Context: an optimization exercise on an open-source flow, tuned for small area and a short achievable clock period. The choices shown serve that exercise and are no tape-out recipe.
Function was checked by simulation only, so behaviour that the tests miss may differ from the original.
Power is estimated from default activity; no workload was simulated.

// UART_TRANSMITTER
module UART_TRANSMITTER (
	input clock_i, reset_n_i, data_write_i,
	input [7:0] data_i,
	input [5:0] data_buffer_full_thres_i,
	input [1:0] baudrate_select_i,
	output data_buffer_full_o,
	output uart_tx_o
);
reg [7:0] num;
reg w;
always @(*)
	case (baudrate_select_i)
		2'd0: w = num[4];
		2'd1: w = num[5];
		2'd2: w = num[6];
		default: w = num[7];
	endcase
always @(posedge clock_i)
	num <= reset_n_i ? (w ? 8'd0 : num + 8'd1) : 8'd0;
wire tick = reset_n_i & w;
localparam IDLE = 4'd3, START = 4'd8, PARITY = 4'd1, STOP = 4'd2;
reg [3:0] ph;
reg [5:0] cnt;
wire nonempty = cnt != 6'd0;
wire done = tick & (ph == STOP);
wire [5:0] match, nthr, ncnt, x1, x2;
wire [1:0] miss;
genvar i;
generate
	for (i = 0; i < 6; i = i + 1) begin : cmp
		G_INV t (.a(data_buffer_full_thres_i[i]), .y(nthr[i]));
		G_INV c (.a(cnt[i]), .y(ncnt[i]));
		G_NAND2 p (.a(data_buffer_full_thres_i[i]), .b(cnt[i]), .y(x1[i]));
		G_NAND2 q (.a(nthr[i]), .b(ncnt[i]), .y(x2[i]));
		G_NAND2 m (.a(x1[i]), .b(x2[i]), .y(match[i]));
	end
endgenerate
G_NAND3 n0 (.a(match[0]), .b(match[1]), .c(match[2]), .y(miss[0]));
G_NAND3 n1 (.a(match[3]), .b(match[4]), .c(match[5]), .y(miss[1]));
G_NOR2 n2 (.a(miss[0]), .b(miss[1]), .y(data_buffer_full_o));
wire full = cnt == data_buffer_full_thres_i;
wire wr = data_write_i & ~full;
wire [5:0] cnt_up = done ? cnt : cnt + 6'd1;
wire [5:0] cnt_kp = done ? cnt - 6'd1 : cnt;
always @(posedge clock_i)
	cnt <= reset_n_i ? (wr ? cnt_up : cnt_kp) : 6'd0;
always @(posedge clock_i)
	if (!reset_n_i)
		ph <= IDLE;
	else if (tick & (ph != IDLE | nonempty))
		ph <= (ph == IDLE) ? START : ph + 4'd1;
reg [255:0] R;             
reg [4:0] sw, sr;          
reg cm;                    
reg hc;                    
reg [7:0] D1;              
reg v1;                    
wire [4:0] sw1 = sw + 5'd1;
wire [3:0] E = sw1[4:1];   
wire ins = (wr & ~sw[0]) | v1;
wire [7:0] nidata;
G_MUX2I8 dmux (.a(data_i), .b(D1), .s(v1), .y(nidata));
wire [7:0] idata = ~nidata;
wire hclr = (ph[3:2] == 2'd0) & (ph != IDLE) & ~hc & (sr == 5'd0);
  ...
Size in the first run: roughly 690 cells after synthesis.
clock: 6.0 ns
lec_check: 0
cap_margin: 20
core_margin: 2
core_utilization: 60
cts_cluster_diameter: 40
cts_cluster_size: 40
setup_slack_margin: 3.2
slew_margin: 20
synth_hierarchical: 1
synth_minimum_keep_size: 0
standard.sh (not shown) runs the stock make flow with config.mk's settings and CLKGATE_MAP_FILE= SYNTH_SCRIPT=/design/flow/synth_recipe.tcl, a recipe that flattens the netlist after the stock synthesis.
==> flow/flow/run.sh <==
#!/bin/bash
# The standard layout, with the ports buffered by plain buffers instead of
# ORFS's default choice (a delay cell that repair cannot resize out of its
# footprint). Everything else is the standard.sh unchanged.
set -euo pipefail
export BUFFER_PORTS_ARGS="-buffer_cell sky130_fd_sc_hd__buf_2"
bash standard.sh > standard.log 2>&1
The first run finished clean.
Change:
--- a/flow/config.mk
+++ b/flow/config.mk
@@ -7,0 +8 @@
+export ABC_AREA = 1
@@ -11,2 +12,2 @@
-export CTS_CLUSTER_DIAMETER = 40
-export CTS_CLUSTER_SIZE = 40
+export CTS_CLUSTER_DIAMETER = 100
+export CTS_CLUSTER_SIZE = 30
- The new run finished with timing, DRC and antenna clean
- design area came out lower by a little under a tenth
- worst hold slack improves by 4.6 ps
- worst setup slack improves by 13 ps
- utilization came out lower by 6.2 points
- total power came out lower by about a fifth
- critical path depth is unchanged
- final cell count came out higher by a little under a tenth
Change:
--- a/flow/config.mk
+++ b/flow/config.mk
@@ -8 +7,0 @@
-export ABC_AREA = 1
@@ -14 +13 @@
-export SETUP_SLACK_MARGIN = 3.2
+export SETUP_SLACK_MARGIN = 3.05
Result: The new run ran to the end with no violations; synthesized cell count came out lower by about a fifth; worst setup slack degrades by 38 ps; global-route usage came out higher by 1.1 points; final area came out lower slightly; non-clock buffer count came out higher by 5; via count came out lower by a few percent; synthesized area came out lower by a few percent; critical path depth is unchanged; wire length came out higher by a few percent; total power came out lower by a few percent.
Change:
--- a/flow/config.mk
+++ b/flow/config.mk
@@ -13 +13 @@
-export SETUP_SLACK_MARGIN = 3.05
+export SETUP_SLACK_MARGIN = 3.2
Effect: Hold slack hardly moves. Sequential share of layout area goes down by 0.28 points. Sequential power hardly moves.


UART_TRANSMITTER again, from the RTL that the note above started with.
export LEC_CHECK = 0
export CAP_MARGIN = 20
export CORE_MARGIN = 2
export CORE_UTILIZATION = 60
export CTS_CLUSTER_DIAMETER = 100
export CTS_CLUSTER_SIZE = 30
export GPL_ROUTABILITY_DRIVEN = 0
export GPL_TIMING_DRIVEN = 0
export SETUP_SLACK_MARGIN = 3.2
export SLEW_MARGIN = 20
export SYNTH_HIERARCHICAL = 1
export SYNTH_MINIMUM_KEEP_SIZE = 0
create_clock -name core_clock -period 6.0 [get_ports {clock_i}]
Scripts as last shown in full above: flow/flow/run.sh
The baseline went through all stages and came out clean.
Change:
Settings changed: GPL_ROUTABILITY_DRIVEN 0 to default, GPL_TIMING_DRIVEN 0 to default, SETUP_SLACK_MARGIN 3.2 to 2.9.
Result: The new run ran to the end with no violations. Total power drops by 0.77%. Global-route usage climbs by 0.20 points. Clock power drops by about 0.4%. Setup slack degrades by 0.060 ns. Sequential power hardly moves. Worst hold slack degrades by 0.011 ns. Cell count drops by 2.6%. Synthesized area does not change. Final area drops by 3.1%. Synthesized cell count is unchanged. Critical path depth stays the same.
Change:
Settings changed: CAP_MARGIN 20 to 5, SETUP_SLACK_MARGIN 2.9 to 3.2, SLEW_MARGIN 20 to 5.
After rerunning: Setup slack improves by 0.071 ns; global-route usage is lower by 0.32 points; via count increases slightly; combinational power goes up by a few percent; clock power falls slightly; power hardly moves; sequential cell count is unchanged; sequential share of layout area came out lower by 0.68 points.


UART_TRANSMITTER, a different RTL version from the one above (not shown whole).
Size in the first run: ~0.0090 mm² of cells after synthesis.
clock: 6.0 ns
lec_check: 0
cap_margin: 20
core_margin: 2
core_utilization: 60
cts_cluster_diameter: 100
cts_cluster_size: 30
setup_slack_margin: 2.9
slew_margin: 20
synth_hierarchical: 1
synth_minimum_keep_size: 0
Scripts as last shown in full above: flow/flow/run.sh
The starting point finished clean.
==> next run, changes <==
Settings changed: CTS_CLUSTER_SIZE 30 to 36.
What happened: Worst setup slack stays flat; combinational power stays flat; synthesized area stays the same; register-to-register slack is better by 50 ps.


UART_TRANSMITTER with an RTL version that a note above also has.
Size in the first run: about 690 cells after synthesis, ~21 I/O pins, about 8500 um2 of cells after synthesis.
export LEC_CHECK = 0
export CAP_MARGIN = 20
export CORE_MARGIN = 2
export CORE_UTILIZATION = 60
export CTS_CLUSTER_DIAMETER = 100
export CTS_CLUSTER_SIZE = 33
export SETUP_SLACK_MARGIN = 3.2
export SLEW_MARGIN = 20
export SYNTH_HIERARCHICAL = 1
export SYNTH_MINIMUM_KEEP_SIZE = 0
create_clock -name core_clock -period 6.0 [get_ports {clock_i}]
Scripts as last shown in full above: flow/flow/run.sh
The baseline went through all stages and came out clean.
==> next run, changes <==
Settings changed: CTS_CLUSTER_DIAMETER 100 to 50, CTS_CLUSTER_SIZE 33 to 36.
What happened:
- die area is unchanged
- routed wire length rose slightly
- via count came out higher by a few percent
- area after synthesis is unchanged
- core utilization rises by 2.8 points
- final cell count increases by a few percent
- register-to-register slack improved by 0.17 ns
- non-clock buffer count increases by 2


v6:
The RTL this note starts from:
==> flow/design.v <==
module UART_TRANSMITTER (
	input clock_i, reset_n_i, data_write_i,
	input [7:0] data_i,
	input [5:0] data_buffer_full_thres_i,
	input [1:0] baudrate_select_i,
	output data_buffer_full_o,
	output uart_tx_o
);
reg [7:0] num;
reg w;
always @(*)
	case (baudrate_select_i)
		2'd0: w = num[4];
		2'd1: w = num[5];
		2'd2: w = num[6];
		default: w = num[7];
	endcase
always @(posedge clock_i)
	num <= reset_n_i ? (w ? 8'd0 : num + 8'd1) : 8'd0;
wire tick = reset_n_i & w;
reg [3:0] ph;
reg [5:0] cnt;
wire nonempty = cnt != 6'd0;
wire done = tick & (ph == 4'd11);
wire [5:0] match;
wire [1:0] miss;
genvar i;
generate
	for (i = 0; i < 6; i = i + 1) begin : cmp
		G_XNOR2 x (.a(cnt[i]), .b(data_buffer_full_thres_i[i]), .y(match[i]));
	end
endgenerate
G_NAND3 n0 (.a(match[0]), .b(match[1]), .c(match[2]), .y(miss[0]));
G_NAND3 n1 (.a(match[3]), .b(match[4]), .c(match[5]), .y(miss[1]));
G_NOR2 n2 (.a(miss[0]), .b(miss[1]), .y(data_buffer_full_o));
wire full = cnt == data_buffer_full_thres_i;
wire wr = data_write_i & ~full;
wire [5:0] cnt_up = done ? cnt : cnt + 6'd1;
wire [5:0] cnt_kp = done ? cnt - 6'd1 : cnt;
always @(posedge clock_i)
	cnt <= reset_n_i ? (wr ? cnt_up : cnt_kp) : 6'd0;
always @(posedge clock_i)
	if (!reset_n_i)
		ph <= 4'd0;
	else if (tick)
		ph <= (ph == 4'd0) ? {3'd0, nonempty} : (ph == 4'd11) ? 4'd0 : ph + 4'd1;
reg [255:0] R;             
reg [4:0] sw, sr;          
reg cm;                    
reg hc;                    
reg [7:0] D1;              
reg v1;                    
wire [4:0] sw1 = sw + 5'd1;
wire [3:0] E = sw1[4:1];   
wire ins = (wr & ~sw[0]) | v1;
wire [7:0] idata = v1 ? D1 : data_i;
wire [7:0] nidata = ~idata;
wire hclr = (ph >= 4'd9) & ~hc & (sr == 5'd0);
wire clr = ~reset_n_i | hclr | (cm & (sr != 5'd0));
wire [7:0] tapa = ~R[255:248];    
wire [7:0] tapb = ~R[127:120];    
always @(posedge clock_i) begin
	D1 <= data_i;
	v1 <= wr & sw[0];
end
always @(posedge clock_i)
	if (!reset_n_i) begin
		sw <= 5'd1;
		sr <= 5'd1;
		cm <= 1'b1;
		hc <= 1'b0;
	end else begin
		sw <= wr ? sw : sw1;
		sr <= hclr ? sr : sr + 5'd1;
		cm <= cm & (sr != 5'd0);
		hc <= done ? 1'b0 : (hc | hclr);
	end
reg nb, par, txq;
wire [2:0] k = ph[2:0] - 3'd1;    
always @(posedge clock_i)
	if (sr[3:0] == 4'd0)
		nb <= sr[4] ? tapb[k] : tapa[k];
always @(posedge clock_i)
	if (tick & (ph >= 4'd1) & (ph <= 4'd8))
		par <= (ph == 4'd1 ? 1'b0 : par) ^ nb;
always @(posedge clock_i)
	if (!reset_n_i)
		txq <= 1'b1;
	else if (tick)
		txq <= (ph == 4'd0) ? ~nonempty :
		       (ph <= 4'd8) ? nb :
		       (ph == 4'd9) ? par : 1'b1;
assign uart_tx_o = txq;
genvar m;
generate
	for (m = 0; m < 16; m = m + 1) begin : stage
		wire sel = ins & (E == m);
		if (m == 0) begin : tap
			always @(posedge clock_i)
				R[7:0] <= (tapa & {8{~clr}}) | ({8{sel & reset_n_i}} & idata);
		end else if (m % 2 == 1) begin : inv
			wire [7:0] d;
			RING_AOI g (.a(R[16*m-8 +: 8]), .d(idata), .s(sel), .y(d));
			always @(posedge clock_i)
				R[16*m +: 8] <= d;
		end else begin : noninv
			wire [7:0] d;
			RING_OAI g (.a(R[16*m-8 +: 8]), .nd(nidata), .ns(~sel), .y(d));
			always @(posedge clock_i)
				R[16*m +: 8] <= d;
		end
		always @(posedge clock_i)
			R[16*m+8 +: 8] <= R[16*m +: 8];
	end
endgenerate
endmodule
module RING_AOI (
	input [7:0] a, d,
	input s,
	output [7:0] y
);
assign y = ~(a | ({8{s}} & d));
endmodule
module RING_OAI (
	input [7:0] a, nd,
	input ns,
	output [7:0] y
);
assign y = ~(a & ({8{ns}} | nd));
endmodule
module G_XNOR2 (input a, b, output y);
assign y = ~(a ^ b);
endmodule
module G_NAND3 (input a, b, c, output y);
assign y = ~(a & b & c);
endmodule
module G_NOR2 (input a, b, output y);
assign y = ~(a | b);
endmodule
==> flow/config.mk <==
export PLATFORM = sky130hd
export DESIGN_NAME = UART_TRANSMITTER
export DESIGN_NICKNAME = UART_TRANSMITTER
export VERILOG_FILES = /design/flow/design.v
export SDC_FILE = /design/flow/constraint.sdc
export NUM_CORES = 4
export LEC_CHECK = 0
export ABC_AREA = 1
export CAP_MARGIN = 20
export CORE_MARGIN = 2
export CORE_UTILIZATION = 60
export CTS_CLUSTER_DIAMETER = 100
export CTS_CLUSTER_SIZE = 30
export SETUP_SLACK_MARGIN = 3.2
export SLEW_MARGIN = 20
export SYNTH_HIERARCHICAL = 1
export SYNTH_MINIMUM_KEEP_SIZE = 0
==> flow/constraint.sdc <==
create_clock -name core_clock -period 6.0 [get_ports {clock_i}]
set_input_delay 1.2000 -clock core_clock [delete_from_list [all_inputs] [get_ports {clock_i}]]
set_output_delay 1.2000 -clock core_clock [all_outputs]
set_load 0.01 [all_outputs]
Scripts as last shown in full above: flow/flow/run.sh
[inputs] v49 vs v6
- ABC_AREA removed (was 1)
## What came out
Power share of the combinational group ends up higher on v6.
Comparing sequential share of layout area for v6 and v49, the bigger number came from v49.
Against v6, wire length of the first global-routing pass in v49 fell by a few percent.
Of v6 and v49, v49 shows the lower worst slack after detailed placement, with v6 above it.
Inputs modified between v49 and v23:
- a change of SETUP_SLACK_MARGIN from 3.2 to 3.4
- an added ABC_AREA of 1
Findings:
v23 closes out successfully: all stages finished, all timing, DRC and antenna checks passed.
Wire length: v23 vs v49 up 7.5%
v23 vs. v49: fraction of power consumed by the clock network went down by 1.4 points.
On maximum frequency, v23 and v49 are basically level.
Per the comparison of v23 with v49, critical path depth up 2; cell count up 140; number of detailed-routing iterations run before antenna repair up 1; worst reg-to-reg path cell count up 1.
Comparing v23 and v49, internal power consumption is higher on v23.
Setup changes, v23 to v39
- CORE_UTILIZATION: 60 -> 70
- SETUP_SLACK_MARGIN: 3.4 -> 3.2
Findings:
Clock period minus final worst setup slack, v23 and v39: lower on v39
From v23 to v39 the numbers moved as follows: wire length of the first global-routing pass moved up, area of the core moved down.
v39 vs v23 on final worst-path setup slack: v39 is the higher one.
Against v23, v39 reports a final worst-path cycle share that is lower.
Largest fanout on the critical path for v39: 1 up relative to v23
Looking at number of tapcells, v39 sits below v23.
v39 vs v23: global routing usage summed across all routing layers up in v39
v39 vs v23 on wire length after detailed routing: v39 is the lower one.
Final cell count: v39 vs v23 down 4.6%
[v39] fraction of standard cell area that is sequential rose 2.4 points relative to v23

separate check: timing with driven ports:
The flow's constraints put no driver on any port. The routed layouts listed below were extracted and timed again, unchanged, in two steps.
Step 1, drivers: a clkbuf_16 drives clock_i and a buf_2 each remaining input, both assumed.
Step 2, shift: input delay + t, output delay - t, t = (earliest + latest rising clock arrival at the registers) / 2. This alone moves slack from input paths to output paths.
Three values: no drivers, after step 1, after step 2; two values: the first two.
run	t (ns)	slack for setup (ns)	worst hold slack (ns)	pins driven straight from the clock port
the first run of note 1	0.581	3.051 / 3.011 / 2.681	0.321 / 0.321 / 0.321	1
the second run of note 1	0.513	3.064 / 3.034 / 2.886	0.326 / 0.326 / 0.326	1
the third run of note 1	0.514	3.026 / 2.987 / 2.569	0.322 / 0.322 / 0.322	1
the fourth run of note 1	0.507	3.065 / 3.024 / 2.631	0.321 / 0.321 / 0.321	1
the first run of note 2	0.516	3.050 / 2.997 / 2.637	0.327 / 0.327 / 0.327	1
the second run of note 2	0.504	2.990 / 2.970 / 2.617	0.317 / 0.317 / 0.317	1
the third run of note 2	0.508	3.061 / 3.021 / 2.681	0.323 / 0.323 / 0.323	1
the first run of note 3	0.525	2.987 / 2.968 / 2.542	0.332 / 0.332 / 0.332	1
the second run of note 3	0.514	2.989 / 2.969 / 2.549	0.326 / 0.326 / 0.326	1
the first run of note 4	0.508	3.064 / 3.024 / 2.618	0.314 / 0.314 / 0.314	1
the second run of note 4	0.544	3.052 / 3.011 / 2.689	0.317 / 0.317 / 0.317	1
v6	0.506	3.085 / 3.052 / 2.753	0.319 / 0.319 / 0.319	1
v49	0.513	3.023 / 2.981 / 2.796	0.329 / 0.329 / 0.329	1
v23	0.512	3.021 / 2.978 / 2.870	0.326 / 0.326 / 0.326	1
v39	0.504	3.063 / 3.022 / 2.802	0.326 / 0.326 / 0.326	1
After both steps every run listed still meets setup and hold. The setup slack of the third run of note 1, which loses most, moves by -0.039 ns with the drivers and by -0.457 ns with both steps.
